This design comes from an exercise in tuning for small area on the open sky130 flow, not from production work. The RTL was checked by simulation tests, not by an equivalence proof against the original design. Power is estimated from default activity; no workload was simulated.

==> flow/design.v <==
`default_nettype none
`timescale 1ns / 1ps
module spell_execute (
    input wire [7:0] opcode,
    input wire [7:0] pc,
    input wire [4:0] sp,
    input wire [7:0] stack_top,
    input wire [7:0] stack_belowtop,
    input wire [7:0] memory_input,
    input wire out_of_order_exec,
    output reg [7:0] next_pc,
    output reg [4:0] next_sp,
    output reg wr_sp,
    output reg wr_sp1,
    output reg wr_sp2,
    output reg swap,
    output reg [7:0] value,
    output reg memory_write_en,
    output reg is_delay,
    output reg sleep,
    output reg stop
);
  wire op_add = opcode == "+";
  wire op_sub = opcode == "-";
  wire op_loop = opcode == "@";
  wire below_nz = stack_belowtop != 8'd0;
  wire [7:0] add_b = op_sub ? ~stack_top : (op_loop ? 8'hff : stack_top);
  wire [7:0] sum = stack_belowtop + add_b + {7'd0, op_sub};
  reg sp_inc, sp_dec1, sp_dec2;
  always @(*) begin
    next_sp = sp + (sp_inc ? 5'd1 : sp_dec1 ? 5'd31 : sp_dec2 ? 5'd30 : 5'd0);
  end
  always @(*) begin
    next_pc = out_of_order_exec ? pc : pc + 8'd1;
    sp_inc = 1'b0;
    sp_dec1 = 1'b0;
    sp_dec2 = 1'b0;
    wr_sp = 1'b0;
    wr_sp1 = 1'b0;
    wr_sp2 = 1'b0;
    swap = 1'b0;
    value = opcode;
    memory_write_en = 1'b0;
    sleep = 0;
    stop = 0;
    is_delay = 1'b0;
    case (opcode)
      "+", "-": begin
        value = sum;
        wr_sp2 = 1'b1;
        sp_dec1 = 1'b1;
      end
      "&": begin
        value = stack_belowtop & stack_top;
        wr_sp2 = 1'b1;
        sp_dec1 = 1'b1;
      end
      "^": begin
        value = stack_belowtop ^ stack_top;
        wr_sp2 = 1'b1;
        sp_dec1 = 1'b1;
      end
      "|": begin
        value = stack_belowtop | stack_top;
        wr_sp2 = 1'b1;
        sp_dec1 = 1'b1;
      end
      ">": begin
        value = {1'b0, stack_top[7:1]};
        wr_sp1 = 1'b1;
      end
      "<": begin
        value = {stack_top[6:0], 1'b0};
        wr_sp1 = 1'b1;
      end
      "=": begin
        next_pc = stack_top;
        sp_dec1 = 1'b1;
      end
      "@": begin
        value = sum;
        if (below_nz) begin
          next_pc = stack_top;
          sp_dec1 = 1'b1;
          wr_sp2 = 1'b1;
        end else begin
          sp_dec2 = 1'b1;
        end
      end
      ",": begin
        is_delay = 1'b1;
        sp_dec1 = 1'b1;
      end
      "2": begin
        value = stack_top;
        wr_sp = 1'b1;
        sp_inc = 1'b1;
      end
      "!", "w": begin
        memory_write_en = 1'b1;
        sp_dec2 = 1'b1;
      end
      "?", "r": begin
        value = memory_input;
        wr_sp1 = 1'b1;
      end
      "x": begin
        wr_sp1 = 1'b1;
        wr_sp2 = 1'b1;
        swap = 1'b1;
      end
      "z":   sleep = 1'b1;
      8'hff: stop = 1'b1;
      default: begin
        value = opcode;
        wr_sp = 1'b1;
        sp_inc = 1'b1;
      end
    endcase
  end
endmodule
`default_nettype none
`timescale 1ns / 1ps
module spell_mem_io (
    input wire reset,
    input wire clock,
    input wire select,
    input wire [7:0] addr,
    input wire [7:0] data_in,
    input wire write,
    output reg [7:0] rd,
    input  wire [7:0] io_in,
    output reg  [7:0] io_out,
    output reg  [7:0] io_oeb    
);
  localparam REG_PIN = 8'h36;
  localparam REG_DDR = 8'h37;
  localparam REG_PORT = 8'h38;
  reg past_write;
  always @(*) begin
    rd = 8'b0;
    if (!write) begin
      case (addr)
        REG_PIN: rd = io_in;
        REG_DDR: rd = ~io_oeb;
        REG_PORT: rd = io_out;
        default: rd = 8'b0;
      endcase
    end
  end
  always @(posedge clock) begin
    past_write <= select & write;
    if (reset) begin
      io_out <= 8'b00000000;
      io_oeb <= 8'b11111111;
    end else if (select && write) begin
      case (addr)
        REG_PIN: if (!past_write) io_out <= io_out ^ data_in;
        REG_DDR: io_oeb <= ~data_in;
        REG_PORT: io_out <= data_in;
      endcase
    end
  end
endmodule
`default_nettype none
`timescale 1ns / 1ps
module spell_mem_dff (
    input wire reset,
    input wire clock,
    input wire [7:0] addr,
    input wire [7:0] data_in,
    input wire memory_type_data,
    input wire write_en,
    output reg [7:0] rd
);
  wire code_hit = !memory_type_data && addr[7:5] == 3'd0;
  wire data_hit = memory_type_data && addr[7:3] == 5'd0;
  wire [31:0] dec = 32'd1 << addr[4:0];
  wire [7:0] wd = reset ? 8'd0 : data_in;
  reg [255:0] code_q;
  reg [63:0] data_q;
  integer i;
  genvar g;
  generate
    for (g = 0; g < 32; g = g + 1) begin : code
      always @(posedge clock) if (reset || (write_en && code_hit && dec[g])) code_q[g*8+:8] <= wd;
    end
    for (g = 0; g < 8; g = g + 1) begin : data
      always @(posedge clock) if (reset || (write_en && data_hit && dec[g])) data_q[g*8+:8] <= wd;
    end
  endgenerate
  wire [7:0] code_rd[0:31];
  wire [7:0] data_rd[0:7];
  generate
    for (g = 0; g < 32; g = g + 1) begin : crd
      assign code_rd[g] = (code_hit && dec[g]) ? code_q[g*8+:8] : 8'd0;
    end
    for (g = 0; g < 8; g = g + 1) begin : drd
      assign data_rd[g] = (data_hit && dec[g]) ? data_q[g*8+:8] : 8'd0;
    end
  endgenerate
  always @(*) begin
    rd = 8'd0;
    for (i = 0; i < 32; i = i + 1) rd = rd | code_rd[i];
    for (i = 0; i < 8; i = i + 1) rd = rd | data_rd[i];
  end
endmodule
`default_nettype none
`timescale 1ns / 1ps
module spell_mem (
    input wire reset,
    input wire clock,
    input wire sram_enable,
    input wire select,
    input wire [7:0] addr,
    input wire [7:0] data_in,
    input wire memory_type_data,
    input wire write,
    input wire capture,
    output wire [7:0] data_out,
    output wire data_ready,
    output reg [7:0] rdata,
    input  wire [7:0] io_in,
    output wire [7:0] io_out,
    output wire [7:0] io_oeb,   
    input wire [31:0] sram_dat_i,
    input wire sram_ack_i,
    output wire sram_cyc_o,
    output wire sram_stb_o,
    output wire sram_we_o,
    output wire [3:0] sram_sel_o,
    output wire [9:0] sram_addr_o,
    output wire [31:0] sram_dat_o
);
  wire io_range = addr >= 8'h20 && addr < 8'h60;
  wire io_hit = memory_type_data && io_range;
  wire data_io_select = select && io_hit;
  wire sram_select = select && !io_hit && sram_enable;
  wire dff_select = select && !io_hit && !sram_enable;
  wire [1:0] sram_byte_index = addr[1:0];
  assign sram_cyc_o  = sram_select;
  assign sram_stb_o  = sram_select;
  assign sram_we_o   = write;
  assign sram_sel_o  = 1 << sram_byte_index;
  assign sram_addr_o = {1'b0, memory_type_data, addr[7:2], 2'b00};
  assign sram_dat_o  = {data_in, data_in, data_in, data_in};
  reg ready_r;
  assign data_ready = ready_r | (sram_select && sram_ack_i);
  wire [7:0] io_rd;
  wire [7:0] dff_rd;
  reg [7:0] sram_byte;
  spell_mem_io mem_io (
      .reset(reset),
      .clock(clock),
      .select(data_io_select),
      .addr(addr),
      .data_in(data_in),
      .write(write),
      .rd(io_rd),
      .io_in (io_in),
      .io_out(io_out),
      .io_oeb(io_oeb)
  );
  spell_mem_dff mem_dff (
      .reset(reset),
      .clock(clock),
      .addr(addr),
      .data_in(data_in),
      .memory_type_data(memory_type_data),
      .write_en(dff_select && write),
      .rd(dff_rd)
  );
  always @(*) begin
    case (sram_byte_index)
      0: sram_byte = sram_dat_i[7:0];
      1: sram_byte = sram_dat_i[15:8];
      2: sram_byte = sram_dat_i[23:16];
      3: sram_byte = sram_dat_i[31:24];
    endcase
  end
  assign data_out = (!data_io_select && sram_enable) ? sram_byte : rdata;
  always @(posedge clock) begin
    ready_r <= data_io_select || dff_select;
    if (capture) rdata <= data_out;
    else if (data_io_select) rdata <= io_rd;
    else if (dff_select && !write) rdata <= dff_rd;
  end
endmodule
`default_nettype none
`timescale 1ns / 1ps
module spell (
    input wire reset,
    input wire clock,
    input wire i_la_write,
    input wire [6:0] i_la_addr,
    input wire [7:0] i_la_data,
    input wire i_la_wb_disable,
    output wire [31:0] la_data_out,
    input  wire        i_wb_cyc,    
    input  wire        i_wb_stb,    
    input  wire        i_wb_we,     
    input  wire [31:0] i_wb_addr,   
    input  wire [31:0] i_wb_data,   
    output wire        o_wb_ack,    
    output reg  [31:0] o_wb_data,   
    input  wire [7:0] io_in,
    output wire [7:0] io_out,
    output wire [7:0] io_oeb,   
    output wire        rambus_wb_rst_o,    
    output wire        rambus_wb_stb_o,    
    output wire        rambus_wb_cyc_o,    
    output wire        rambus_wb_we_o,     
    output wire [ 3:0] rambus_wb_sel_o,    
    output wire [31:0] rambus_wb_dat_o,    
    output wire [ 9:0] rambus_wb_addr_o,   
    input  wire        rambus_wb_ack_i,    
    input  wire [31:0] rambus_wb_dat_i,    
    output wire interrupt
);
  localparam StateFetch = 3'd0;
  localparam StateFetchData = 3'd1;
  localparam StateExecute = 3'd2;
  localparam StateStore = 3'd3;
  localparam StateDelay = 3'd4;
  localparam StateSleep = 3'd5;
  localparam REG_PC = 24'h000;
  localparam REG_SP = 24'h004;
  localparam REG_EXEC = 24'h008;
  localparam REG_CTRL = 24'h00c;
  localparam REG_CYCLES_PER_MS = 24'h010;
  localparam REG_STACK_TOP = 24'h014;
  localparam REG_STACK_PUSH = 24'h018;
  localparam REG_INT_ENABLE = 24'h20;
  localparam REG_INT = 24'h24;
  localparam INTR_SLEEP = 0;
  localparam INTR_STOP = 1;
  localparam INTR_COUNT = 2;
  reg [2:0] state;
  reg [7:0] pc;
  reg [4:0] sp;
  reg [7:0] opcode;
  wire [7:0] memory_input;
  wire [7:0] next_pc;
  wire [4:0] next_sp;
  wire ex_wr_sp, ex_wr_sp1, ex_wr_sp2, ex_swap;
  wire [7:0] ex_value;
  wire memory_write_en;
  wire is_delay;
  wire sleep;
  wire stop;
  reg [INTR_COUNT-1:0] intr;
  reg [INTR_COUNT-1:0] intr_enable;
  reg edge_interrupts;
  wire level_interrupt = |(intr & intr_enable);
  reg prev_level_interrupt;
  assign interrupt = edge_interrupts ? (!prev_level_interrupt && level_interrupt) : level_interrupt;
  reg single_step;
  reg out_of_order_exec;
  reg sram_enable;
  reg mem_select;
  reg [7:0] mem_addr;
  reg [7:0] mem_write_value;
  wire mem_type_data = opcode[6] && state[0];
  wire mem_write_en = state == StateStore;
  wire [7:0] mem_read_value;
  wire mem_data_ready;
  reg [23:0] cycles_per_ms;
  reg [23:0] delay_cycles;
  reg [7:0] delay_counter;
  reg wb_read_ack;
  reg wb_write_ack;
  assign o_wb_ack = wb_read_ack | wb_write_ack;
  wire wb_read = i_wb_stb && i_wb_cyc && !i_wb_we;
  wire wb_write = i_wb_stb && i_wb_cyc && i_wb_we && !i_la_wb_disable;
  wire [23:0] wb_addr = i_wb_addr[23:0];
  reg prev_reg_write;
  wire reg_write = wb_write | i_la_write;
  wire [6:0] reg_write_addr = i_la_write ? i_la_addr : i_wb_addr[6:0];
  wire [31:0] reg_write_data = i_la_write ? {24'b0, i_la_data} : i_wb_data;
  wire mem_capture = !reg_write && mem_select && mem_data_ready &&
                     (state == StateFetch || state == StateFetchData);
  wire wa_pc = reg_write_addr == REG_PC[6:0];
  wire wa_sp = reg_write_addr == REG_SP[6:0];
  wire wa_exec = reg_write_addr == REG_EXEC[6:0];
  wire wa_ctrl = reg_write_addr == REG_CTRL[6:0];
  wire wa_cpm = reg_write_addr == REG_CYCLES_PER_MS[6:0];
  wire wa_top = reg_write_addr == REG_STACK_TOP[6:0];
  wire wa_push = reg_write_addr == REG_STACK_PUSH[6:0];
  wire wa_ien = reg_write_addr == REG_INT_ENABLE[6:0];
  wire wa_int = reg_write_addr == REG_INT[6:0];
  assign rambus_wb_rst_o = reset;
  wire [3:0] h = sp[4:1];
  wire [15:0] dh = 16'd1 << h;
  wire [15:0] dm = {dh[0], dh[15:1]};   
  wire [15:0] de = sp[0] ? dh : dm;
  reg [7:0] even_out, odd_out;
  wire [7:0] stack_top = sp[0] ? even_out : odd_out;
  wire [7:0] stack_belowtop = sp[0] ? odd_out : even_out;
  wire exec_cycle = !reset && !reg_write && state == StateExecute;
  wire host_top = !reset && reg_write && wa_top;
  wire host_push = !reset && reg_write && wa_push && !prev_reg_write;
  wire wr_sp = host_push || (exec_cycle && ex_wr_sp);
  wire wr_sp1 = host_top || (exec_cycle && ex_wr_sp1);
  wire wr_sp2 = exec_cycle && ex_wr_sp2;
  wire [7:0] dd = reg_write ? reg_write_data[7:0] : ex_value;
  wire xswap = exec_cycle && ex_swap;
  wire even_en_h = sp[0] ? wr_sp1 : wr_sp;
  wire even_en_m = !sp[0] && wr_sp2;
  wire odd_en_h = sp[0] && wr_sp;
  wire odd_en_m = sp[0] ? wr_sp2 : wr_sp1;
  wire [7:0] even_wd = reset ? 8'd0 : (xswap ? odd_out : dd);
  wire [7:0] odd_wd = reset ? 8'd0 : (xswap ? even_out : dd);
  reg [127:0] stk_e, stk_o;
  genvar g;
  generate
    for (g = 0; g < 16; g = g + 1) begin : stk
      always @(posedge clock) begin
        if (reset || (even_en_h && dh[g]) || (even_en_m && dm[g])) stk_e[g*8+:8] <= even_wd;
        if (reset || (odd_en_h && dh[g]) || (odd_en_m && dm[g])) stk_o[g*8+:8] <= odd_wd;
      end
    end
  endgenerate
  wire [7:0] e_rd[0:15];
  wire [7:0] o_rd[0:15];
  generate
    for (g = 0; g < 16; g = g + 1) begin : srd
      assign e_rd[g] = de[g] ? stk_e[g*8+:8] : 8'd0;
      assign o_rd[g] = dm[g] ? stk_o[g*8+:8] : 8'd0;
    end
  endgenerate
  integer i;
  always @(*) begin
    even_out = 8'd0;
    odd_out = 8'd0;
    for (i = 0; i < 16; i = i + 1) begin
      even_out = even_out | e_rd[i];
      odd_out = odd_out | o_rd[i];
    end
  end
  assign la_data_out = {stack_top, state, sp, opcode, pc};
  spell_execute exec (
      .opcode(opcode),
      .pc(pc),
      .sp(sp),
      .stack_top(stack_top),
      .stack_belowtop(stack_belowtop),
      .memory_input(memory_input),
      .out_of_order_exec(out_of_order_exec),
      .next_pc(next_pc),
      .next_sp(next_sp),
      .wr_sp(ex_wr_sp),
      .wr_sp1(ex_wr_sp1),
      .wr_sp2(ex_wr_sp2),
      .swap(ex_swap),
      .value(ex_value),
      .memory_write_en(memory_write_en),
      .is_delay(is_delay),
      .sleep(sleep),
      .stop(stop)
  );
  spell_mem mem (
      .reset(reset),
      .clock(clock),
      .sram_enable(sram_enable),
      .select(mem_select),
      .addr(mem_addr),
      .data_in(mem_write_value),
      .memory_type_data(mem_type_data),
      .write(mem_write_en),
      .capture(mem_capture),
      .data_out(mem_read_value),
      .data_ready(mem_data_ready),
      .rdata(memory_input),
      .io_in(io_in),
      .io_out(io_out),
      .io_oeb(io_oeb),
      .sram_stb_o(rambus_wb_stb_o),
      .sram_cyc_o(rambus_wb_cyc_o),
      .sram_we_o(rambus_wb_we_o),
      .sram_sel_o(rambus_wb_sel_o),
      .sram_dat_o(rambus_wb_dat_o),
      .sram_addr_o(rambus_wb_addr_o),
      .sram_ack_i(rambus_wb_ack_i),
      .sram_dat_i(rambus_wb_dat_i)
  );
  function is_data_opcode(input [7:0] opcode);
    is_data_opcode = (opcode == "?" || opcode == "r");
  endfunction
  always @(posedge clock) begin
    if (reset) begin
      o_wb_data   <= 0;
      wb_read_ack <= 0;
    end else if (wb_read) begin
      o_wb_data <= 0;
      case (wb_addr)
        REG_PC: o_wb_data <= {24'b0, pc};
        REG_SP: o_wb_data <= {27'b0, sp};
        REG_EXEC: o_wb_data <= {24'b0, opcode};
        REG_CTRL: begin
          o_wb_data <= {28'b0, edge_interrupts, sram_enable, single_step, state != StateSleep};
        end
        REG_CYCLES_PER_MS: o_wb_data <= {8'b0, cycles_per_ms};
        REG_STACK_TOP: o_wb_data <= {24'b0, stack_top};
        REG_INT_ENABLE: o_wb_data[INTR_COUNT-1:0] <= intr_enable;
        REG_INT: o_wb_data[INTR_COUNT-1:0] <= intr;
        default: begin
          o_wb_data <= 32'b0;
        end
      endcase
      wb_read_ack <= 1;
    end else begin
      wb_read_ack <= 0;
    end
  end
  always @(posedge clock) begin
    if (state != StateDelay) delay_cycles <= 0;
    else if (!reg_write) delay_cycles <= (delay_cycles + 1 >= cycles_per_ms) ? 24'd0 : delay_cycles + 1;
  end
  always @(posedge clock) begin
    if (reset) begin
      state <= StateSleep;
      pc    <= 0;
      sp    <= 0;
      opcode <= 0;
      mem_select <= 0;
      single_step <= 0;
      out_of_order_exec <= 0;
      wb_write_ack <= 0;
      prev_reg_write <= 0;
      sram_enable <= 0;
      intr <= 0;
      intr_enable <= 0;
      edge_interrupts <= 0;
      prev_level_interrupt <= 0;
      cycles_per_ms <= 24'd10000;   
    end else begin
      prev_reg_write <= reg_write;
      prev_level_interrupt <= level_interrupt;
      if (reg_write) begin
        if (wa_pc) pc <= reg_write_data[7:0];
        if (wa_sp) sp <= reg_write_data[4:0];
        if (wa_exec && state == StateSleep) begin
          opcode <= reg_write_data[7:0];
          state <= is_data_opcode(reg_write_data[7:0]) ? StateFetchData : StateExecute;
          single_step <= 1;
          out_of_order_exec <= 1;
        end
        if (wa_ctrl) begin
          if (reg_write_data[0] && state == StateSleep) begin
            out_of_order_exec <= 0;
            state <= StateFetch;
          end
          single_step <= reg_write_data[1];
          sram_enable <= reg_write_data[2];
          edge_interrupts <= reg_write_data[3];
        end
        if (wa_cpm) cycles_per_ms <= reg_write_data[23:0];
        if (wa_push && !prev_reg_write) sp <= sp + 1;
        if (wa_ien) intr_enable <= reg_write_data[INTR_COUNT-1:0];
        if (wa_int) intr <= intr & ~reg_write_data[INTR_COUNT-1:0];
        if (wb_write) wb_write_ack <= 1;
      end else begin
        wb_write_ack <= 0;
        case (state)
          StateFetch: begin
            mem_select <= 1;
            mem_addr <= pc;
            if (mem_select && mem_data_ready) begin
              mem_select <= 0;
              opcode <= mem_read_value;
              state <= is_data_opcode(mem_read_value) ? StateFetchData : StateExecute;
            end
          end
          StateFetchData: begin
            mem_select <= 1;
            mem_addr <= stack_top;
            if (mem_select && mem_data_ready) begin
              mem_select <= 0;
              state <= StateExecute;
            end
          end
          StateExecute: begin
            pc <= next_pc;
            sp <= next_sp;
            mem_addr <= stack_top;
            mem_write_value <= stack_belowtop;
            delay_counter <= stack_top;
            if (sleep) intr[INTR_SLEEP] <= 1'b1;
            if (stop) intr[INTR_STOP] <= 1'b1;
            if (memory_write_en) begin
              state <= StateStore;
            end else if (sleep || stop || single_step) begin
              state <= StateSleep;
            end else if (is_delay && stack_top != 8'b0 && cycles_per_ms != 24'b0) begin
              state <= StateDelay;
            end else begin
              state <= StateFetch;
            end
          end
          StateStore: begin
            mem_select   <= 1;
            if (mem_data_ready) begin
              mem_select <= 0;
              state <= single_step ? StateSleep : StateFetch;
            end
          end
          StateSleep: begin
          end
          StateDelay: begin
            if (delay_cycles + 1 >= cycles_per_ms) begin
              delay_counter <= delay_counter - 1;
              if (delay_counter == 8'd1) begin
                state <= single_step ? StateSleep : StateFetch;
              end
            end
          end
          default: state <= StateSleep;
        endcase
      end
    end
  end
endmodule
==> flow/flow/run.sh <==
#!/bin/bash
# Own layout flow: the standard ORFS flow (standard.sh), with three changes to how cells
# are chosen; the floorplan, power grid, tap cells, placement and routing are the standard ones.
#  - synthesis: the same synthesis script, but ABC maps the combinational logic for area
#    (no delay-driven mapping, buffering or gate upsizing; timing has ample slack at 10 ns),
#    and adders are left to ABC instead of being mapped to half/full-adder cells first.
#    Registers are mapped before ABC runs, so they are exactly the standard synthesis's.
#  - port buffers use the smallest buffer (buf_1) instead of ORFS's default choice;
#  - clock tree synthesis uses larger sink clusters and inserts no dummy loads.
# Each tool's full output goes to a log file here (synth.log, standard.log), and ORFS's
# per-step logs stay under orfs/logs/.
set -euo pipefail
rm -rf scripts_area
cp -r "$FLOW_HOME/scripts" scripts_area
printf '&get -n\n&st\n&dc2\n&dch\n&nf -R 1000 -p\n&put\n' > scripts_area/abc_speed.script
bash standard.sh SCRIPTS_DIR="$PWD/scripts_area" ADDER_MAP_FILE= synth > synth.log 2>&1
export BUFFER_PORTS_ARGS="-buffer_cell sky130_fd_sc_hd__buf_1"
export CTS_ARGS="-sink_clustering_enable -repair_clock_nets -dont_use_dummy_load -buf_list sky130_fd_sc_hd__clkbuf_16 -sink_clustering_size 30 -sink_clustering_max_diameter 100"
bash standard.sh > standard.log 2>&1
==> flow/standard.sh <==
#!/bin/bash
# synth_recipe.tcl (not shown) runs the flow's synth.tcl, then flattens the netlist and writes it again
# the make line also repeats each setting of config.mk as NAME=value (left out here)
make -C /OpenROAD-flow-scripts/flow DESIGN_CONFIG=/design/flow/config.mk WORK_HOME=/design/flow/orfs CLKGATE_MAP_FILE= SYNTH_SCRIPT=/design/flow/synth_recipe.tcl "${@:-finish}"
==> flow/config.mk <==
export PLATFORM = sky130hd
export DESIGN_NAME = spell
export DESIGN_NICKNAME = spell
export VERILOG_FILES = /design/flow/design.v
export SDC_FILE = /design/flow/constraint.sdc
export NUM_CORES = 4
export LEC_CHECK = 0
export CAP_MARGIN = 20
export CORE_MARGIN = 2
export CORE_UTILIZATION = 40
export SLEW_MARGIN = 20
==> flow/constraint.sdc <==
create_clock -name core_clock -period 10.0 [get_ports {clock}]
set_input_delay 2.0000 -clock core_clock [delete_from_list [all_inputs] [get_ports {clock}]]
set_output_delay 2.0000 -clock core_clock [all_outputs]
set_load 0.01 [all_outputs]
==> results of run 1 <==
## worst min-delay path, delay by kind of cell, from the launching register on
family / cells / cell delay (ns)
flops: 1 / 0.33
compound gates: 1 / 0.05
simple gates: 1 / 0.05
## state kept, by name, summed over array words and instances (netlist names), 5 cells and up
name                flops
opcode                  8
stk_e                 128
o_wb_data              24
sp                      5
stk_o                 128
cycles_per_ms          24
mem.mem_dff.code_q    256
delay_counter           8
delay_cycles           24
mem_write_value         8
mem.mem_io.io_oeb       8
pc                      8
mem.rdata               8
mem.mem_io.io_out       8
mem.mem_dff.data_q     64
mem_addr                8
## final timing paths
path	from	end	cells past startpoint	slack, ns
max	sp[1]	sp[4]	20	2.34
min	o_wb_data[7]	o_wb_data[7]	2	0.47
max reg2reg	sp[1]	sp[4]	20	2.34
min reg2reg	o_wb_data[7]	o_wb_data[7]	2	0.47
## power groups by stage
stage	clock network (uW)	registers, uW	logic [uW]
2_1_floorplan	0	3590	344
3_3_place_gp	0	3600	615
3_5_place_dp	0	3600	628
4_1_cts	1440	3530	629
5_1_grt	1530	3550	685
6_report	1420	3540	640
## layer usage
metal	up-vias	track usage, %
li1	10600	-
met1	12000	32.8
met2	1231	39.8
met3	178	3.91
met4	2	7.26
met5	-	0
## layout by cell type (no fill, tap or decap), types with 23 or more instances in the layout
master     netlist  routed
nor2_1         275     272
xnor2_1         24      24
edfxtp_1       608     608
a222oi_1       127     127
clkbuf_16        0      30
a22oi_1        119     119
a221oi_1        28      28
nand4_1         56      56
buf_4           44     100
a21o_1          23      23
buf_1            0     230
a211oi_1        33      33
or2_0           32      31
nor3_1          59      57
dfxtp_1        127     126
o21ai_0        118      93
nand2_1        215     213
a21oi_1        133     125
nand3_1         78      78
a221o_1         27      27
## kinds of logic after synthesis
group,share of synthesized area [%]
AOI/OAI and AO/OA,17.3
xor gates and xnor gates,1.33
adders and majority gates,0.160
buffers and inverters,1.23
DFF,66.3
muxes,1.14
other,0.0120
and+or+nand+nor,12.5
## area by class of cell
cell class / instances / area [sq um] / area share (%)
flip-flops and latches: 735 / 20800 / 59.6
clock buffers: 30 / 751 / 2.15
multi-input cells: 1676 / 10400 / 29.7
inverters: 15 / 56.3 / 0.161
well taps: 1040 / 1300 / 3.73
repair buffers: 332 / 1630 / 4.66
## per-stage QoR
step                setup WS (ns)  hold WS, ns  instance area (sq um)  total power [uW]  util (%)
floorplan                    3.51        0.434                  31400              3930         -
global placement             2.64        0.445                  34100              4210      43.9
detailed placement           2.46        0.459                  34100              4230      43.9
CTS                          2.42        0.475                  34800              5600      44.9
global route                 1.76        0.509                  34900              5770      45.0
finish                       2.34        0.475                  34900              5590      45.0
==> run summary, run 1 <==
Switching Share 25.3%; Setup violations, final 0; final setup TNS 0 ns; most area-hungry cell type in the Yosys netlist edfxtp_1; Synth area leaders edfxtp_1, dfxtp_1, a222oi_1, nor2_1, a22oi_1; die area 80700 sq um; Ports 259; Final Max Slew Viols 0; Cell Rows 102; drt total wl 102000 microns; Pleak 0.0116 uW; Worst VDD drop 0.117 mV; Crit path max-delay family simple AND/OR/NAND/NOR gates; HP Class reg -> reg; Max clock buf depth 3; pwr/cell area 160 nW/um^2; setup bufs post-CTS 0; final worst-path cycle share 76.6%; combinational power share 11.4%; Gate Count Post-Synth 2460; outcome finished clean; RSZ-0062 raised after global routing false; Seq pwr share 63.2%; Total Nets Final 2917; # Max-Cap Violations 0; Clock Power Share 25.4%; Pre-Repair DR Iteration Count 8; cell breakdown of the critical path nor3_1 > and2_0 > a21o_1 > a222oi_1 > nand3_1 > nor2_1 > mux2i_1 > or4_1 > nor4_1 > or2_0 > nand2_1 > nor3_1 > clkinv_1 > maj3_1 > maj3_1 > o21ai_0 > o21ai_0 > a21oi_1 > o21ai_0 > a311oi_1; Ys Warns 5; FF+latch count, synth 735; most frequent cells after synthesis edfxtp_1, nor2_1, nand2_1; GRT Overall Usage 24.1%; worst path required time 10.53 ns; top_reg_cell synth edfxtp_1; crit-path max FO 19; critical path's most frequent cell o21ai_0; antenna violations before repair 2; routability cong. 0.903; DR WL met3 8970 microns; dpl cells 3797; Routed WL per cell 26.5 microns; Slew HR 22.0%; Die W 284 microns; final antenna-violating net count 0; Num Clock Sinks 735; routed via count 24000; CTS hold repair buffers 0; clk root buf clkbuf_16; Port Buffer Count 231; register clock-pin slew on the reported worst setup and hold paths 0.11 ns; TritonCTS clock tree yes; CTS buffer count 30; Crit Path Category reg -> reg; grt ovf 0; residual DRC count 0; post-synth top area share 58.2%; Critical Path AT 8.19 ns; PostCTS Resize Cnt 0; CP max stage cell dfxtp_1; layout cell share with drive strength beyond 1 6.21%; Syn Area/Cell 12.7 sq um; Vias/cell 6.28; core area 77600 sq um; largest net degree at the start of global routing 76; synth unique cells 60; actual slew at the worst max-slew pin 1.17 ns; initial DRC count 3963; final-layout fill cell count 7176; cell with the most instances after synthesis edfxtp_1; WL met1 40700 microns; H-tree Lvls 1; met2 WL 48600 microns; asr flop ratio synth 0%; Initial Utilization 40.4%; Sw Pwr 1410 uW; area growth from synthesis to layout 11.4%; fin cells 3828; startpoint types flop; vias in the first global route 22800; Setup Skew 0.0569 ns; sequential area share after synthesis 66.3%; Antenna diodes 0; Die Y 284 microns; fmax 0.131 GHz; Fin. Hold Viols 0; Critical Path End Type flop; number of flops mapped to enable cells by yosys 608; critical path's largest stage delay 0.89 ns; shortest period the worst path allows 7.66 ns; Synth Cell Area 31400 sq um; highest routed layer met5; Power Internal 4180 uW; clock latency (worst-skew pair) 0.64 ns; first-pass GRT wire length 149000 microns; WP buf/inv 1; DPL Wire Length 70900 microns
==> run 2: changes to the inputs <==
--- a/flow/flow/run.sh
+++ b/flow/flow/run.sh
@@ -15,5 +15,5 @@
 printf '&get -n\n&st\n&dc2\n&dch\n&nf -R 1000 -p\n&put\n' > scripts_area/abc_speed.script
 bash standard.sh SCRIPTS_DIR="$PWD/scripts_area" ADDER_MAP_FILE= synth > synth.log 2>&1
 export BUFFER_PORTS_ARGS="-buffer_cell sky130_fd_sc_hd__buf_1"
-export CTS_ARGS="-sink_clustering_enable -repair_clock_nets -dont_use_dummy_load -buf_list sky130_fd_sc_hd__clkbuf_16 -sink_clustering_size 30 -sink_clustering_max_diameter 100"
+export CTS_ARGS="-sink_clustering_enable -repair_clock_nets -dont_use_dummy_load -buf_list sky130_fd_sc_hd__clkbuf_8 -sink_clustering_size 16 -sink_clustering_max_diameter 60"
 bash standard.sh > standard.log 2>&1
==> run 2 against run 1 <==
Against the previous run: still clean; via count is 0.64% higher; critical path depth stayed put; area after synthesis stayed put; clock-buffer cell count is 26 higher; clock power hardly changed; routed wire length is 0.77% higher; final cell count is 0.76% higher; maximum frequency is 0.28% higher; non-clock buffer count stayed put; utilization hardly changed; largest cell class unchanged; highest routed layer unchanged.
==> run summary, run 2 <==
outcome finished clean (unchanged); TritonCTS clock tree yes (unchanged); Die W 284 microns (unchanged); residual DRC count 0 (unchanged); Critical Path AT 8.25 ns (was 8.19 ns); area growth from synthesis to layout 11.5% (was 11.4%); max FFs per register 256 (unchanged); Reg2Reg Capture Point sp[4] (unchanged); sequential area share after synthesis 66.3% (unchanged); Fin. Hold Viols 0 (unchanged); top_reg_cell synth edfxtp_1 (unchanged); register area 20800 sq um (unchanged); most frequent cells in the layout edfxtp_1, nor2_1, buf_1 (unchanged); Total Nets Final 2943 (was 2917); cell with the most instances after synthesis edfxtp_1 (unchanged); Worst Setup EP sp[4] (unchanged); shortest period the worst path allows 7.64 ns (was 7.66 ns); vias in the first global route 23000 (was 22800); antenna violations before repair 3 (was 2); # Max-Cap Violations 0 (unchanged); Max clock buf depth 3 (unchanged); clk root buf clkbuf_8 (was clkbuf_16); Worst Hold Depth 2 (unchanged); Die Y 284 microns (unchanged); first-pass GRT wire length 150000 microns (was 149000 microns); DPL Wire Length 70900 microns (unchanged); Cell Rows 102 (unchanged); post-synth top area share 58.2% (unchanged); Pre-Repair DR Iteration Count 12 (was 8); critical path's most frequent cell o21ai_0 (unchanged); Syn Area/Cell 12.7 sq um (unchanged); crit-path max FO 18 (was 19); setup bufs post-CTS 0 (unchanged); RSZ-0062 raised after global routing false (unchanged); grt met1 use 32.8% (about the same); Initial Utilization 40.4% (unchanged); met3 Use GR 4.14% (was 3.91%); Vias/cell 6.27 (was 6.28); drt total wl 102000 microns (about the same); Crit Path Category reg -> reg (unchanged); clock latency (worst-skew pair) 0.74 ns (was 0.64 ns); fmax 0.131 GHz (about the same); Synth area leaders edfxtp_1, dfxtp_1, a222oi_1, nor2_1, a22oi_1 (unchanged); Reg2Reg Setup Slack 2.36 ns (was 2.34 ns); area of the multi-input gates 10400 sq um (unchanged); Setup violations, final 0 (unchanged); pwr/cell area 160 nW/um^2 (about the same); Num Clock Sinks 735 (unchanged); worst path required time 10.62 ns (was 10.53 ns); final setup TNS 0 ns (unchanged); GRT Max-Usage Layer met2 (unchanged); Synth Cell Area 31400 sq um (unchanged); register clock-pin slew on the reported worst setup and hold paths 0.10 ns (was 0.11 ns); largest reg by FF count mem.mem_dff.code_q (unchanged); actual slew at the worst max-slew pin 1.19 ns (was 1.17 ns); Routed WL per cell 26.5 microns (about the same); Pleak 0.0116 uW (about the same); PostCTS Resize Cnt 0 (unchanged); critical path's largest stage delay 0.90 ns (was 0.89 ns); routed via count 24200 (was 24000); most area-hungry cell type in the Yosys netlist edfxtp_1 (unchanged); CTS hold repair buffers 0 (unchanged); HP Class reg -> reg (unchanged); number of flops mapped to enable cells by yosys 608 (unchanged); asr flop ratio synth 0% (unchanged); Final Max Slew Viols 0 (unchanged); leading cell type in the layout, fill and taps excluded edfxtp_1 (unchanged); H-tree Lvls 2 (was 1); Worst VDD drop 0.0964 mV (was 0.117 mV); Gate Count Post-Synth 2460 (unchanged); cell breakdown of the critical path nor3_1 > and2_0 > a21o_1 > a222oi_1 > nand3_1 > nor2_1 > mux2i_1 > or4_1 > nor4_1 > or2_0 > nand2_1 > nor3_1 > clkinv_1 > maj3_1 > maj3_1 > o21ai_0 > o21ai_0 > a21oi_1 > o21ai_0 > a311oi_1 (unchanged); CTS buffer count 56 (was 30); Critical Path End Type flop (unchanged); fin cells 3857 (was 3828); startpoint types flop (unchanged); routability cong. 0.903 (unchanged); grt ovf 0 (unchanged); core area 77600 sq um (unchanged); Setup crit start sp[2] (was sp[1]); final-layout fill cell count 7172 (was 7176); WP buf/inv 1 (unchanged); Ports 259 (unchanged); Port Buffer Count 231 (unchanged); largest net degree at the start of global routing 76 (unchanged); R2R cell count 20 (unchanged); GRT Overall Usage 24.4% (was 24.1%); CP max stage cell nor3_1 (was dfxtp_1); Slew HR 20.3% (was 22.0%); die area 80700 sq um (unchanged); FF+latch count, synth 735 (unchanged); Final Util 45.0% (about the same); CP Depth 20 (unchanged); Ys Warns 5 (unchanged); met2 GRT Util 40.0% (was 39.8%); Crit path max-delay family simple AND/OR/NAND/NOR gates (unchanged); dpl cells 3797 (unchanged); final antenna-violating net count 0 (unchanged); most frequent cells after synthesis edfxtp_1, nor2_1, nand2_1 (unchanged); top flop regs mem.mem_dff.code_q x256, stk_e x128, stk_o x128 (unchanged); layout cell share with drive strength beyond 1 7.07% (was 6.21%); Setup Skew 0.122 ns (was 0.0569 ns); FF-to-FF Start sp[2] (was sp[1]); synth unique cells 60 (unchanged); initial DRC count 3816 (was 3963); final worst-path cycle share 76.4% (was 76.6%)
## run 2: cell types whose count changed in the layout (fill, tap and decap cells not counted)
cell	delta
clkbuf_16	-30
clkbuf_8	+56
diode_2	+3
## run 2: area by class of cell
cell class | count | area share [%]
Inverter | 15 | 0.161
Antenna cell | 3 | 0.0215
Tap cell | 1040 | 3.72
Sequential cell | 735 | 59.5
Multi-Input combinational cell | 1676 | 29.7
Clock buffer | 56 | 2.21
Timing Repair Buffer | 332 | 4.66
## run 2: tightest hold or removal path, stage by stage (launching register included)
cell     delay, ns
dfxtp_1       0.33
nand2_1       0.05
a21oi_1       0.05
## run 2: power by group
part           switching (uW)  internal, uW
Sequential               68.8          3470
Combinational             465           177
Clock                     916           499
Total                    1450          4140
## run 2: cells by family (layout without fill, tap and decap cells)
kind of cell / Yosys count / count (layout) / share of synthesized area, %
other: 1 / 14 / 0.0120
xor gates and xnor gates: 46 / 46 / 1.33
muxes: 34 / 34 / 1.14
DFF: 735 / 735 / 66.3
and+or+nand+nor: 845 / 845 / 12.5
buffers and inverters: 59 / 403 / 1.23
adders and majority gates: 5 / 5 / 0.160
AOI/OAI and AO/OA: 735 / 735 / 17.3
## run 2: worst min path at each step
stage | startpoint | endpoint | slack [ns]
5_1_grt | o_wb_data[7] | o_wb_data[7] | 0.51
4_1_cts | o_wb_data[7] | o_wb_data[7] | 0.47
6_report | o_wb_data[7] | o_wb_data[7] | 0.47
3_3_place_gp | wb_write_ack | wb_write_ack | 0.45
2_1_floorplan | wb_write_ack | wb_write_ack | 0.43
3_5_place_dp | o_wb_data[7] | o_wb_data[7] | 0.46
## run 2: through the flow
step / power (uW) / worst slack, ns / hold WS [ns] / instance area (sq um)
floorplan: 3930 / 3.51 / 0.434 / 31400
global placement: 4210 / 2.64 / 0.445 / 34100
detailed placement: 4230 / 2.46 / 0.459 / 34100
CTS: 5600 / 2.49 / 0.473 / 34900
global route: 5770 / 1.81 / 0.507 / 35000
finish: 5590 / 2.36 / 0.473 / 35000
## run 2: per-layer routing
layer / vias up / routed length (microns)
met5: - / 13
met4: 2 / 3500
met3: 211 / 9200
met2: 1335 / 48700
met1: 12000 / 40900
li1: 10600 / -
==> run 3: changes to the inputs <==
==> flow/config.mk (replaced) <==
export PLATFORM = sky130hd
export DESIGN_NAME = spell
export DESIGN_NICKNAME = spell
export VERILOG_FILES = /design/flow/design.v
export SDC_FILE = /design/flow/constraint.sdc
export NUM_CORES = 4
export LEC_CHECK = 0
export CAP_MARGIN = 0
export CORE_MARGIN = 2
export CORE_UTILIZATION = 60
export PLACE_DENSITY = 0.7
export SLEW_MARGIN = 0
==> run 3 against run 2 <==
Against the previous run: non-clock buffer count increased by 7; die area decreased by 33%; synthesized cell count unchanged; setup slack improved by 0.14 ns; sequential share of layout area increased by 0.87 points; critical path type unchanged; global-route usage increased by 11 points; flip-flop and latch count unchanged; largest power group unchanged; register-to-register slack improved by 0.14 ns; still clean.
==> run summary, run 3 <==
TritonCTS clock tree yes (unchanged); met2 GRT Util 54.7% (was 40.0%); Clock Power Share 25.4% (was 25.3%); total power 5580 uW (was 5590 uW); routed via count 24400 (was 24200); die area 54100 sq um (was 80700 sq um); startpoint types flop (unchanged); most frequent cells after synthesis edfxtp_1, nor2_1, nand2_1 (unchanged); Slew HR 7.69% (was 20.3%); Vias/cell 6.98 (was 6.27); critical path's most frequent cell nor2_1 (was o21ai_0); setup bufs post-CTS 0 (unchanged); layout cell share with drive strength beyond 1 6.52% (was 7.07%); initial DRC count 4117 (was 3816); outcome finished clean (unchanged); met3 Use GR 7.46% (was 4.14%); residual DRC count 0 (unchanged); final worst-path cycle share 75.0% (was 76.4%); Setup Skew 0.0801 ns (was 0.122 ns); grt met1 use 50.2% (was 32.8%); core area 51500 sq um (was 77600 sq um); combinational power share 11.4% (was 11.5%); routability cong. 0.914 (was 0.903); Setup violations, final 0 (unchanged); drt total wl 97400 microns (was 102000 microns); critical path's largest stage delay 1.01 ns (was 0.90 ns); Gate Count Post-Synth 2460 (unchanged); Num Clock Sinks 735 (unchanged); Ys Warns 5 (unchanged); crit-path max FO 18 (unchanged); GRT Max-Usage Layer met2 (unchanged); H-tree Lvls 2 (unchanged); final antenna-violating net count 0 (unchanged); post-synth top area share 58.2% (unchanged); Cell Rows 83 (was 102); CTS hold repair buffers 0 (unchanged); number of flops mapped to enable cells by yosys 608 (unchanged); Initial Utilization 60.9% (was 40.4%); Worst VDD drop 0.164 mV (was 0.0964 mV); Crit Path Category reg -> reg (unchanged); top_reg_cell synth edfxtp_1 (unchanged); fmax 0.133 GHz (was 0.131 GHz); Total Nets Final 2951 (was 2943); Synth Cell Area 31400 sq um (unchanged); Synth area leaders edfxtp_1, dfxtp_1, a222oi_1, nor2_1, a22oi_1 (unchanged); Critical Path End Type flop (unchanged); shortest period the worst path allows 7.50 ns (was 7.64 ns); worst path required time 10.29 ns (was 10.62 ns); Ports 259 (unchanged); grt ovf 0 (unchanged); Die Y 233 microns (was 284 microns); cell with the most instances after synthesis edfxtp_1 (unchanged); dpl cells 3445 (was 3797); fin cells 3502 (was 3857); max FFs per register 256 (unchanged); largest net degree at the start of global routing 74 (was 76); setup ws final 2.50 ns (was 2.36 ns); top flop regs mem.mem_dff.code_q x256, stk_e x128, stk_o x128 (unchanged); Fin Hold WS 0.470 ns (was 0.473 ns); Seq pwr share 63.3% (was 63.2%); leading cell type in the layout, fill and taps excluded edfxtp_1 (unchanged); largest reg by FF count mem.mem_dff.code_q (unchanged); Syn Area/Cell 12.7 sq um (unchanged); Max clock buf depth 3 (unchanged); clk root buf clkbuf_8 (unchanged); RSZ-0062 raised after global routing false (unchanged); Final Max Slew Viols 0 (unchanged); Sw Pwr 1430 uW (was 1450 uW); Routed WL per cell 27.8 microns (was 26.5 microns); Pleak 0.0117 uW (was 0.0116 uW); synth unique cells 60 (unchanged); pre-CTS setup slack 2.71 ns (was 2.46 ns); cell breakdown of the critical path nand3_1 > nor2_1 > nand2_1 > o21ai_1 > buf_4 > a22o_1 > a221oi_1 > nand3_1 > nor2_1 > a21oi_1 > buf_4 > mux2i_1 > xnor2_1 > nor2_1 > o21bai_1 > maj3_1 > a311oi_1 > o21ai_0 > xnor2_1 > a221oi_1 > nor2_1 > nor2_1 > a21oi_1 (was nor3_1 > and2_0 > a21o_1 > a222oi_1 > nand3_1 > nor2_1 > mux2i_1 > or4_1 > nor4_1 > or2_0 > nand2_1 > nor3_1 > clkinv_1 > maj3_1 > maj3_1 > o21ai_0 > o21ai_0 > a21oi_1 > o21ai_0 > a311oi_1); Die W 233 microns (was 284 microns); Pre-Repair DR Iteration Count 7 (was 12); CP max stage cell a21oi_1 (was nor3_1); DPL Wire Length 67100 microns (was 70900 microns); GRT Overall Usage 35.4% (was 24.4%); actual slew at the worst max-slew pin 1.38 ns (was 1.19 ns); Switching Share 25.6% (was 25.9%); Port Buffer Count 231 (unchanged); Fin. Hold Viols 0 (unchanged); vias in the first global route 22600 (was 23000); WP buf/inv 2 (was 1); most frequent cells in the layout edfxtp_1, nor2_1, buf_1 (unchanged); sequential area share after synthesis 66.3% (unchanged); most area-hungry cell type in the Yosys netlist edfxtp_1 (unchanged); HP Class reg -> reg (unchanged); asr flop ratio synth 0% (unchanged); area growth from synthesis to layout 9.85% (was 11.5%); # Max-Cap Violations 0 (unchanged); CTS buffer count 57 (was 56); final setup TNS 0 ns (unchanged); PostCTS Resize Cnt 0 (unchanged); antenna violations before repair 0 (was 3); Power Internal 4150 uW (was 4140 uW); register clock-pin slew on the reported worst setup and hold paths 0.08 ns (was 0.10 ns); first-pass GRT wire length 142000 microns (was 150000 microns); FF+latch count, synth 735 (unchanged); Crit path max-delay family compound AO/OA/AOI/OAI gates (was simple AND/OR/NAND/NOR gates); clock latency (worst-skew pair) 0.70 ns (was 0.74 ns); Antenna diodes 0 (was 3); pwr/cell area 162 nW/um^2 (was 160 nW/um^2); Critical Path AT 7.79 ns (was 8.25 ns)
-- run 3: worst paths after layout --
path | start | to | slack, ns | cells past startpoint
hold / removal | wb_write_ack | wb_write_ack | 0.47 | 1
setup reg to reg | sp[2] | stk_o[55] | 2.50 | 23
setup / recovery | sp[2] | stk_o[55] | 2.50 | 23
hold reg to reg | wb_write_ack | wb_write_ack | 0.47 | 1
-- run 3: power by group through the flow --
stage          logic [uW]  clock network [uW]  registers (uW)
2_1_floorplan         344                   0            3590
3_3_place_gp          605                   0            3590
3_5_place_dp          616                   0            3600
4_1_cts               619                1430            3530
5_1_grt               675                1530            3540
6_report              634                1420            3530
-- run 3: layer usage --
layer	vias to the layer above	wire length [microns]
li1	10700	-
met5	-	0
met3	227	12400
met4	0	3360
met2	1646	44700
met1	11900	36900
-- run 3: cell families after synthesis --
| group | count (synthesis) | synth area share, % |
|---|---|---|
| XOR/XNOR | 46 | 1.33 |
| multiplexers | 34 | 1.14 |
| AO/OA/AOI/OAI | 735 | 17.3 |
| other | 1 | 0.0120 |
| flip-flops | 735 | 66.3 |
| buffers and inverters | 59 | 1.23 |
| adder cells (fa/ha/maj) | 5 | 0.160 |
| AND/OR/NAND/NOR | 845 | 12.5 |
-- run 3: final cells by class --
type / instances / area, sq um
flip-flops and latches: 735 / 20800
fillers: 3965 / 17100
multi-input cells: 1676 / 10300
repair buffers: 339 / 1680
well taps: 680 / 851
clock buffers: 57 / 785
inverters: 15 / 56.3
-- run 3: stage by stage --
step | util, % | cell area [sq um]
CTS | 66.9 | 34400
global placement | 65.4 | 33700
finish | 66.9 | 34400
detailed placement | 65.4 | 33700
global route | 66.9 | 34400
floorplan | - | 31400
==> run 4: changes to the inputs <==
==> flow/flow/run.sh (replaced) <==
#!/bin/bash
# Own layout flow: the standard ORFS flow (standard.sh), with three changes to how cells
# are chosen; the floorplan, power grid, tap cells, placement and routing are the standard ones.
#  - synthesis: the same synthesis script, but ABC maps the combinational logic for area
#    (no delay-driven mapping, buffering or gate upsizing; timing has ample slack at 10 ns),
#    adders are left to ABC instead of being mapped to half/full-adder cells first, and
#    no buffers are added for pass-through wires (every port gets its buffer later anyway).
#    Registers are mapped before ABC runs, so they are exactly the standard synthesis's.
#  - port buffers use the smallest buffer (buf_1) instead of ORFS's default choice;
#  - clock tree synthesis uses larger sink clusters and inserts no dummy loads.
# Each tool's full output goes to a log file here (synth.log, standard.log), and ORFS's
# per-step logs stay under orfs/logs/.
set -euo pipefail
rm -rf scripts_area
cp -r "$FLOW_HOME/scripts" scripts_area
printf '&get -n\n&st\n&dc2\n&dch\n&nf -R 1000 -p\n&put\n' > scripts_area/abc_speed.script
bash standard.sh SCRIPTS_DIR="$PWD/scripts_area" ADDER_MAP_FILE= SYNTH_INSBUF=0 synth > synth.log 2>&1
export BUFFER_PORTS_ARGS="-buffer_cell sky130_fd_sc_hd__buf_1"
export CTS_ARGS="-sink_clustering_enable -repair_clock_nets -dont_use_dummy_load -buf_list sky130_fd_sc_hd__clkbuf_8 -sink_clustering_size 16 -sink_clustering_max_diameter 60"
bash standard.sh > standard.log 2>&1
==> flow/config.mk (replaced) <==
export PLATFORM = sky130hd
export DESIGN_NAME = spell
export DESIGN_NICKNAME = spell
export VERILOG_FILES = /design/flow/design.v
export SDC_FILE = /design/flow/constraint.sdc
export NUM_CORES = 4
export LEC_CHECK = 0
export CAP_MARGIN = 20
export CORE_MARGIN = 2
export CORE_UTILIZATION = 40
export GPL_TIMING_DRIVEN = 0
export SLEW_MARGIN = 20
==> run 4 against run 3 <==
Against the previous run: total power increased by 0.87%; non-clock buffer count decreased by 35; sequential power about the same; utilization decreased by 21 points; design area increased by 2.4%; global-route usage decreased by 11 points; setup slack got worse by 1.2 ns; critical endpoint is now sp[4]; area after synthesis decreased by 1.1%; synthesized cell count decreased by 1.8%; die area increased by 48%; critical path depth decreased by 3.
==> run summary, run 4 <==
Design Area, Final 35300 sq um (was 34400 sq um); Syn Area/Cell 12.8 sq um (was 12.7 sq um); antenna violations before repair 2 (was 0); asr flop ratio synth 0% (unchanged); Fin Hold WS 0.470 ns (about the same); top flop regs mem.mem_dff.code_q x256, stk_e x128, stk_o x128 (unchanged); CTS hold repair buffers 0 (unchanged); GRT Overall Usage 24.7% (was 35.4%); final-layout fill cell count 7035 (was 3965); Critical Path End Type flop (unchanged); actual slew at the worst max-slew pin 1.16 ns (was 1.38 ns); Gate Count Post-Synth 2416 (was 2460); pwr/cell area 160 nW/um^2 (was 162 nW/um^2); setup ws final 1.33 ns (was 2.50 ns); worst path required time 10.53 ns (was 10.29 ns); largest net degree at the start of global routing 70 (was 74); Worst VDD drop 0.122 mV (was 0.164 mV); vias in the first global route 22400 (was 22600); sequential area share after synthesis 67.0% (was 66.3%); first-pass GRT wire length 147000 microns (was 142000 microns); Die W 283 microns (was 233 microns); synth unique cells 59 (was 60); largest reg by FF count mem.mem_dff.code_q (unchanged); residual DRC count 0 (unchanged); final setup TNS 0 ns (unchanged); outcome finished clean (unchanged); die area 79800 sq um (was 54100 sq um); area growth from synthesis to layout 13.7% (was 9.85%); Setup violations, final 0 (unchanged); placed inst area 34400 sq um (was 33700 sq um); number of flops mapped to enable cells by yosys 608 (unchanged); Num Clock Sinks 735 (unchanged); core area 77100 sq um (was 51500 sq um); drt total wl 102000 microns (was 97400 microns); top_reg_cell synth edfxtp_1 (unchanged); register clock-pin slew on the reported worst setup and hold paths 0.09 ns (was 0.08 ns); Die Y 283 microns (was 233 microns); CTS buffer count 57 (unchanged); Ports 259 (unchanged); Fin. Hold Viols 0 (unchanged); Critical Path AT 9.20 ns (was 7.79 ns); PostCTS Resize Cnt 0 (unchanged); clk root buf clkbuf_8 (unchanged); clock latency (worst-skew pair) 0.77 ns (was 0.70 ns); RSZ-0062 raised after global routing false (unchanged); most frequent cells in the layout edfxtp_1, nor2_1, buf_1 (unchanged); grt ovf 0 (unchanged); Port Buffer Count 231 (unchanged); Total Nets Final 2916 (was 2951); Synth Cell Area 31000 sq um (was 31400 sq um); critical path's largest stage delay 1.05 ns (was 1.01 ns); routed via count 24000 (was 24400); Initial Utilization 40.3% (was 60.9%); WP buf/inv 2 (unchanged); Setup Skew 0.171 ns (was 0.0801 ns); Final Util 45.8% (was 66.9%); Ys Warns 5 (unchanged); pre-CTS setup slack 1.52 ns (was 2.71 ns); DPL Wire Length 72600 microns (was 67100 microns); layout cell share with drive strength beyond 1 7.68% (was 6.52%); setup bufs post-CTS 0 (unchanged); crit-path max FO 25 (was 18); max FFs per register 256 (unchanged); Crit path max-delay family simple AND/OR/NAND/NOR gates (was compound AO/OA/AOI/OAI gates); register area 20800 sq um (about the same); cell breakdown of the critical path clkinv_1 > and3_1 > a21o_1 > a222oi_1 > nand3_1 > nor2_1 > mux2i_1 > or4_1 > nor4_1 > or2_0 > nand2_1 > nor3_1 > clkinv_1 > maj3_1 > maj3_1 > o21ai_0 > o21ai_0 > a21oi_1 > o21ai_0 > a311oi_1 (was nand3_1 > nor2_1 > nand2_1 > o21ai_1 > buf_4 > a22o_1 > a221oi_1 > nand3_1 > nor2_1 > a21oi_1 > buf_4 > mux2i_1 > xnor2_1 > nor2_1 > o21bai_1 > maj3_1 > a311oi_1 > o21ai_0 > xnor2_1 > a221oi_1 > nor2_1 > nor2_1 > a21oi_1); cell with the most instances after synthesis edfxtp_1 (unchanged); FF+latch count, synth 735 (unchanged); initial DRC count 3332 (was 4117); leading cell type in the layout, fill and taps excluded edfxtp_1 (unchanged); post-synth top area share 58.8% (was 58.2%); routability cong. 0.893 (was 0.914); Crit Path Category reg -> reg (unchanged); startpoint types flop (unchanged); final worst-path cycle share 86.7% (was 75.0%); Pre-Repair DR Iteration Count 8 (was 7); Vias/cell 6.28 (was 6.98); final antenna-violating net count 0 (unchanged); H-tree Lvls 2 (unchanged); shortest period the worst path allows 8.67 ns (was 7.50 ns); Slew HR 22.4% (was 7.69%); Max clock buf depth 3 (unchanged); fmax 0.115 GHz (was 0.133 GHz); Synth area leaders edfxtp_1, dfxtp_1, a222oi_1, nor2_1, a22oi_1 (unchanged); most frequent cells after synthesis edfxtp_1, nor2_1, nand2_1 (unchanged); Pleak 0.0116 uW (was 0.0117 uW); area of the multi-input gates 10600 sq um (was 10300 sq um); critical path's most frequent cell o21ai_0 (was nor2_1); # Max-Cap Violations 0 (unchanged); CP max stage cell dfxtp_1 (was a21oi_1); Final Max Slew Viols 0 (unchanged); Cell Rows 102 (was 83); Routed WL per cell 26.6 microns (was 27.8 microns); TritonCTS clock tree yes (unchanged); HP Class reg -> reg (unchanged); most area-hungry cell type in the Yosys netlist edfxtp_1 (unchanged)
[run 4: logic make-up (layout without fill, tap and decap cells)]
logic type | count (synthesis) | after routing | synth area share (%)
flops | 735 | 735 | 67.0
simple gates | 845 | 845 | 12.7
fa+ha+maj | 5 | 5 | 0.161
mux | 34 | 34 | 1.15
buf+inv | 15 | 376 | 0.181
other cells | 1 | 12 | 0.0121
compound gates | 735 | 735 | 17.4
xor+xnor | 46 | 46 | 1.35
[run 4: through the flow]
| stage | cells | power [uW] |
|---|---|---|
| 2_1_floorplan | 2426 | 3930 |
| 3_3_place_gp | 3697 | 4190 |
| 3_5_place_dp | 3770 | 4250 |
| 4_1_cts | 3827 | 5640 |
| 5_1_grt | 3828 | 5810 |
| 6_report | 3828 | 5630 |
[run 4: layer usage]
layer / share of wire, % / vias up / GRT usage [%]
met4: 2.6 / 0 / 6.54
met5: 0 / - / 0
met2: 49 / 1253 / 41.7
li1: - / 10600 / -
met3: 9.6 / 164 / 4.74
met1: 39 / 12000 / 32.5
[run 4: cell type report]
type	count	share of cell area, %
inverters	15	0.163
flip-flops and latches	735	59.0
repair buffers	304	4.87
well taps	1040	3.69
diodes	1	0.00709
multi-input cells	1676	30.1
clock buffers	57	2.22
[run 4: final timing paths]
kind	endpoint	cells past startpoint	slack (ns)	startpoint
worst max-delay path	sp[4]	20	1.33	sp[3]
worst min-delay path	wb_write_ack	1	0.47	wb_write_ack
worst max register to register	sp[4]	20	1.33	sp[3]
worst min register to register	wb_write_ack	1	0.47	wb_write_ack
[run 4: power by group]
group | internal, uW | switching [uW]
Combinational | 191 | 463
Sequential | 3470 | 73.7
Clock | 507 | 929
[run 4: worst register-to-register path: stages (launching register included)]
cell      delay [ns]
dfxtp_1         1.05
clkinv_1        0.70
and3_1          0.57
a21o_1          0.41
a222oi_1        0.55
nand3_1         0.21
nor2_1          0.45
mux2i_1         0.29
or4_1           0.60
nor4_1          0.44
or2_0           0.23
nand2_1         0.39
nor3_1          0.88
clkinv_1        0.25
maj3_1          0.42
maj3_1          0.40
o21ai_0         0.09
o21ai_0         0.13
a21oi_1         0.15
o21ai_0         0.10
a311oi_1        0.24
==> run 5: changes to the inputs <==
--- a/flow/design.v
+++ b/flow/design.v
@@ -213,7 +213,8 @@
     input wire sram_enable,
     input wire select,
     input wire [7:0] addr,
-    input wire [7:0] data_in,
+    input wire load,
+    input wire [7:0] load_value,
     input wire memory_type_data,
     input wire write,
     input wire capture,
@@ -232,6 +233,7 @@
     output wire [9:0] sram_addr_o,
     output wire [31:0] sram_dat_o
 );
+  wire [7:0] data_in = rdata;
   wire io_range = addr >= 8'h20 && addr < 8'h60;
   wire io_hit = memory_type_data && io_range;
   wire data_io_select = select && io_hit;
@@ -282,7 +284,8 @@
   always @(posedge clock) begin
     ready_r <= data_io_select || dff_select;
     if (capture) rdata <= data_out;
-    else if (data_io_select) rdata <= io_rd;
+    else if (load) rdata <= load_value;
+    else if (data_io_select && !write) rdata <= io_rd;
     else if (dff_select && !write) rdata <= dff_rd;
   end
 endmodule
@@ -359,14 +362,12 @@
   reg sram_enable;
   reg mem_select;
   reg [7:0] mem_addr;
-  reg [7:0] mem_write_value;
   wire mem_type_data = opcode[6] && state[0];
   wire mem_write_en = state == StateStore;
   wire [7:0] mem_read_value;
   wire mem_data_ready;
   reg [23:0] cycles_per_ms;
   reg [23:0] delay_cycles;
-  reg [7:0] delay_counter;
   reg wb_read_ack;
   reg wb_write_ack;
   assign o_wb_ack = wb_read_ack | wb_write_ack;
@@ -464,7 +465,8 @@
       .sram_enable(sram_enable),
       .select(mem_select),
       .addr(mem_addr),
-      .data_in(mem_write_value),
+      .load(exec_cycle),
+      .load_value(stack_belowtop),
       .memory_type_data(mem_type_data),
       .write(mem_write_en),
       .capture(mem_capture),
@@ -583,8 +585,6 @@
             pc <= next_pc;
             sp <= next_sp;
             mem_addr <= stack_top;
-            mem_write_value <= stack_belowtop;
-            delay_counter <= stack_top;
             if (sleep) intr[INTR_SLEEP] <= 1'b1;
             if (stop) intr[INTR_STOP] <= 1'b1;
             if (memory_write_en) begin
@@ -608,8 +608,8 @@
           end
           StateDelay: begin
             if (delay_cycles + 1 >= cycles_per_ms) begin
-              delay_counter <= delay_counter - 1;
-              if (delay_counter == 8'd1) begin
+              mem_addr <= mem_addr - 1;
+              if (mem_addr == 8'd1) begin
                 state <= single_step ? StateSleep : StateFetch;
               end
             end
==> flow/flow/run.sh (replaced) <==
#!/bin/bash
# Own layout flow: the standard ORFS flow (standard.sh), with three changes to how cells
# are chosen; the floorplan, power grid, tap cells, placement and routing are the standard ones.
#  - synthesis: the same synthesis script, but ABC maps the combinational logic for area
#    (no delay-driven mapping, buffering or gate upsizing; timing has ample slack at 10 ns),
#    and adders are left to ABC instead of being mapped to half/full-adder cells first.
#    Registers are mapped before ABC runs, so they are exactly the standard synthesis's.
#  - port buffers use the smallest buffer (buf_1) instead of ORFS's default choice;
#  - clock tree synthesis uses larger sink clusters and inserts no dummy loads.
# Each tool's full output goes to a log file here (synth.log, standard.log), and ORFS's
# per-step logs stay under orfs/logs/.
set -euo pipefail
rm -rf scripts_area
cp -r "$FLOW_HOME/scripts" scripts_area
printf '&get -n\n&st\n&dc2\n&dch\n&nf -R 1000 -p\n&put\n' > scripts_area/abc_speed.script
bash standard.sh SCRIPTS_DIR="$PWD/scripts_area" ADDER_MAP_FILE= synth > synth.log 2>&1
export BUFFER_PORTS_ARGS="-buffer_cell sky130_fd_sc_hd__buf_1"
export CTS_ARGS="-sink_clustering_enable -repair_clock_nets -dont_use_dummy_load -buf_list sky130_fd_sc_hd__clkbuf_8 -sink_clustering_size 16 -sink_clustering_max_diameter 60"
bash standard.sh > standard.log 2>&1
--- a/flow/config.mk
+++ b/flow/config.mk
@@ -8,5 +8,4 @@
 export CAP_MARGIN = 20
 export CORE_MARGIN = 2
 export CORE_UTILIZATION = 40
-export GPL_TIMING_DRIVEN = 0
 export SLEW_MARGIN = 20
==> run 5 against run 4 <==
Against the previous run: area after synthesis down 0.44%; clock power is essentially flat; die area is 0.43% lower; critical path depth increased by 2; critical endpoint unchanged; final cell count grew 0.47%; maximum frequency increased by 13%; global-route usage grew 1.7 points.
==> run summary, run 5 <==
outcome finished clean (unchanged); antenna violations before repair 3 (was 2); largest net degree at the start of global routing 79 (was 70); register clock-pin slew on the reported worst setup and hold paths 0.09 ns (about the same); CP max stage cell o31ai_1 (was dfxtp_1); CTS hold repair buffers 0 (unchanged); vias in the first global route 22600 (was 22400); Seq pwr share 64.0% (was 62.9%); FF-to-FF Start sp[1] (was sp[3]); R2R cell count 22 (was 20); Fin. Hold Viols 0 (unchanged); GRT Overall Usage 26.3% (was 24.7%); Fin Hold WS 0.487 ns (was 0.470 ns); Power Internal 4090 uW (was 4160 uW); worst hold path endpoint wb_write_ack (unchanged); most frequent cells after synthesis edfxtp_1, nor2_1, nand2_1 (unchanged); Crit path max-delay family simple AND/OR/NAND/NOR gates (unchanged); PostCTS Resize Cnt 0 (unchanged); crit-path max FO 18 (was 25); largest reg by FF count mem.mem_dff.code_q (unchanged); clk root buf clkbuf_8 (unchanged); setup bufs post-CTS 0 (unchanged); Critical Path End Type flop (unchanged); drt total wl 108000 microns (was 102000 microns); Worst Hold Depth 1 (unchanged); critical path's largest stage delay 0.86 ns (was 1.05 ns); Vias/cell 6.36 (was 6.28); Syn Area/Cell 12.6 sq um (was 12.8 sq um); Max clock buf depth 3 (unchanged); Num Clock Sinks 719 (was 735); # Max-Cap Violations 0 (unchanged); Ys Warns 5 (unchanged); clock latency (worst-skew pair) 0.73 ns (was 0.77 ns); first-pass GRT wire length 154000 microns (was 147000 microns); worst path required time 10.63 ns (was 10.53 ns); leading cell type in the layout, fill and taps excluded edfxtp_1 (unchanged); DPL Wire Length 74300 microns (was 72600 microns); H-tree Lvls 2 (unchanged); Final Util 45.4% (was 45.8%); Initial Utilization 40.5% (was 40.3%); most frequent cells in the layout edfxtp_1, nor2_1, buf_1 (unchanged); shortest period the worst path allows 7.66 ns (was 8.67 ns); TritonCTS clock tree yes (unchanged); Pleak 0.0116 uW (about the same); WP buf/inv 1 (was 2); Die W 282 microns (was 283 microns); sequential area share after synthesis 65.8% (was 67.0%); Ports 259 (unchanged); Reg2Reg Capture Point sp[4] (unchanged); Switching Share 25.6% (was 26.0%); Sw Pwr 1400 uW (was 1470 uW); post-synth top area share 57.5% (was 58.8%); final-layout fill cell count 6988 (was 7035); Worst VDD drop 0.0855 mV (was 0.122 mV); combinational power share 9.8% (was 11.6%); final antenna-violating net count 0 (unchanged); Crit Path Category reg -> reg (unchanged); Pre-Repair DR Iteration Count 9 (was 8); Synth Cell Area 30900 sq um (was 31000 sq um); die area 79500 sq um (was 79800 sq um); Clock Power Share 26.3% (was 25.5%); Critical Path AT 8.29 ns (was 9.20 ns); cell breakdown of the critical path nand2_1 > nor2_1 > and2_0 > a21o_1 > a22o_1 > a221oi_1 > nand4_1 > o31ai_1 > nand3b_1 > nor4_1 > nor2_1 > or2_0 > nor3_1 > xnor2_1 > nand2_1 > o21ai_0 > clkinv_1 > maj3_1 > maj3_1 > a21oi_1 > o21ai_0 > a31oi_1 (was clkinv_1 > and3_1 > a21o_1 > a222oi_1 > nand3_1 > nor2_1 > mux2i_1 > or4_1 > nor4_1 > or2_0 > nand2_1 > nor3_1 > clkinv_1 > maj3_1 > maj3_1 > o21ai_0 > o21ai_0 > a21oi_1 > o21ai_0 > a311oi_1); max FFs per register 256 (unchanged); final setup TNS 0 ns (unchanged); Setup violations, final 0 (unchanged); Total Nets Final 2943 (was 2916); HP Class reg -> reg (unchanged); top flop regs mem.mem_dff.code_q x256, stk_e x128, stk_o x128 (unchanged); total power 5490 uW (was 5630 uW); Final Max Slew Viols 0 (unchanged); routability cong. 0.909 (was 0.893); cell with the most instances after synthesis edfxtp_1 (unchanged); Port Buffer Count 231 (unchanged); asr flop ratio synth 0% (unchanged); layout cell share with drive strength beyond 1 7.50% (was 7.68%); Cell Rows 101 (was 102); Die Y 282 microns (was 283 microns); Setup Skew 0.130 ns (was 0.171 ns); Gate Count Post-Synth 2448 (was 2416); routed via count 24500 (was 24000); Reg2Reg Setup Slack 2.34 ns (was 1.33 ns); startpoint types flop (unchanged); final worst-path cycle share 76.6% (was 86.7%); Synth area leaders edfxtp_1, dfxtp_1, a222oi_1, nor2_1, a22oi_1 (unchanged); Routed WL per cell 28.0 microns (was 26.6 microns); area growth from synthesis to layout 11.9% (was 13.7%); core area 76200 sq um (was 77100 sq um); FF+latch count, synth 719 (was 735); most area-hungry cell type in the Yosys netlist edfxtp_1 (unchanged); Slew HR 22.2% (was 22.4%); pwr/cell area 159 nW/um^2 (was 160 nW/um^2); top_reg_cell synth edfxtp_1 (unchanged); CTS buffer count 59 (was 57); CP Depth 22 (was 20); RSZ-0062 raised after global routing false (unchanged); HP Start wb_write_ack (unchanged); fmax 0.131 GHz (was 0.115 GHz); initial DRC count 3903 (was 3332); number of flops mapped to enable cells by yosys 592 (was 608); residual DRC count 0 (unchanged); actual slew at the worst max-slew pin 1.16 ns (about the same); synth unique cells 60 (was 59); grt ovf 0 (unchanged)
[run 5: changes by cell type in the layout (fill, tap and decap cells not counted), sizes merged, moves of 9 or more]
cell,change
buf,+36
o21ai,+23
a211oi,-21
a221oi,+17
edfxtp,-16
nand2,-14
o41ai,-14
mux2,-11
nand3b,+10
a221o,+9
[run 5: per-layer routing]
layer / track usage (%) / up-vias / part of all wire [%]
li1: - / 10700 / -
met1: 36.4 / 12200 / 41
met2: 41.7 / 1367 / 46
met3: 5.25 / 214 / 9.6
met4: 8.22 / 2 / 3.1
met5: 0 / - / 0.012
[run 5: worst max path at each step]
stage	startpoint	to	slack, ns
final	sp[1]	sp[4]	2.34
after detailed placement	sp[1]	sp[4]	2.53
after global placement	sp[1]	sp[4]	2.59
after global routing	sp[1]	sp[4]	1.80
after floorplan	i_wb_we	stk_o[0]	3.67
after CTS	sp[1]	sp[4]	2.51
[run 5: power groups by stage]
| stage | sequential, uW | clock (uW) | combinational, uW |
|---|---|---|---|
| CTS | 3510 | 1460 | 528 |
| floorplan | 3550 | 0 | 287 |
| global route | 3530 | 1570 | 572 |
| global placement | 3570 | 0 | 514 |
| detailed placement | 3580 | 0 | 526 |
| finish | 3510 | 1440 | 537 |
[run 5: layout make-up]
class	instances	area (sq um)	area share (%)
sequential	719	20300	58.8
multi-input combinational	1676	10400	30.0
timing repair buffer	341	1700	4.91
tap	1030	1290	3.73
clock buffer	59	812	2.35
inverter	19	71.3	0.206
antenna	2	5.00	0.0145
[run 5: cell families (layout without fill, tap and decap cells)]
family	Yosys count	after routing	share of synthesized area, %
flops	719	719	65.8
fa+ha+maj	6	6	0.194
buf+inv	63	419	1.30
compound gates	755	755	17.9
mux	28	28	0.919
simple gates	834	834	12.7
xor+xnor	42	42	1.19
other cells	1	13	0.0121
[run 5: stage by stage]
| step | setup slack, ns | std cells | instance area [sq um] |
|---|---|---|---|
| 4_1_cts | 2.51 | 3844 | 34500 |
| 3_5_place_dp | 2.53 | 3785 | 33700 |
| 5_1_grt | 1.80 | 3845 | 34600 |
| 6_report | 2.34 | 3846 | 34600 |
| 2_1_floorplan | 3.67 | 2458 | 30900 |
| 3_3_place_gp | 2.59 | 3783 | 33700 |

-- port drivers added, routing unchanged --
The flow's constraints put no driver on any port. The routed layouts listed below were extracted and timed again, unchanged, in two steps.
Step 1 sets driving cells, clkbuf_16 on the clock port and buf_2 on the other inputs (assumed; they add their load-dependent delay and slew).
Step 2 also shifts input and output timing later by t, the mid clock arrival at the registers, as if the neighbouring blocks saw the same clock.
Slacks: no drivers / after step 1 / after step 2; pairs: no drivers / after step 1.
run | t (ns) | slack for setup (ns) | worst setup path at the end
run 1 | 0.683 | 2.342 / 2.342 / 2.342 | register to register
run 2 | 0.734 | 2.363 / 2.363 / 2.363 | register to register
run 3 | 0.719 | 2.500 / 2.500 / 2.500 | register to register
run 4 | 0.750 | 1.325 / 1.325 / 1.325 | register to register
run 5 | 0.748 | 2.338 / 2.338 / 2.338 | register to register
After both steps every run listed still meets setup and hold.
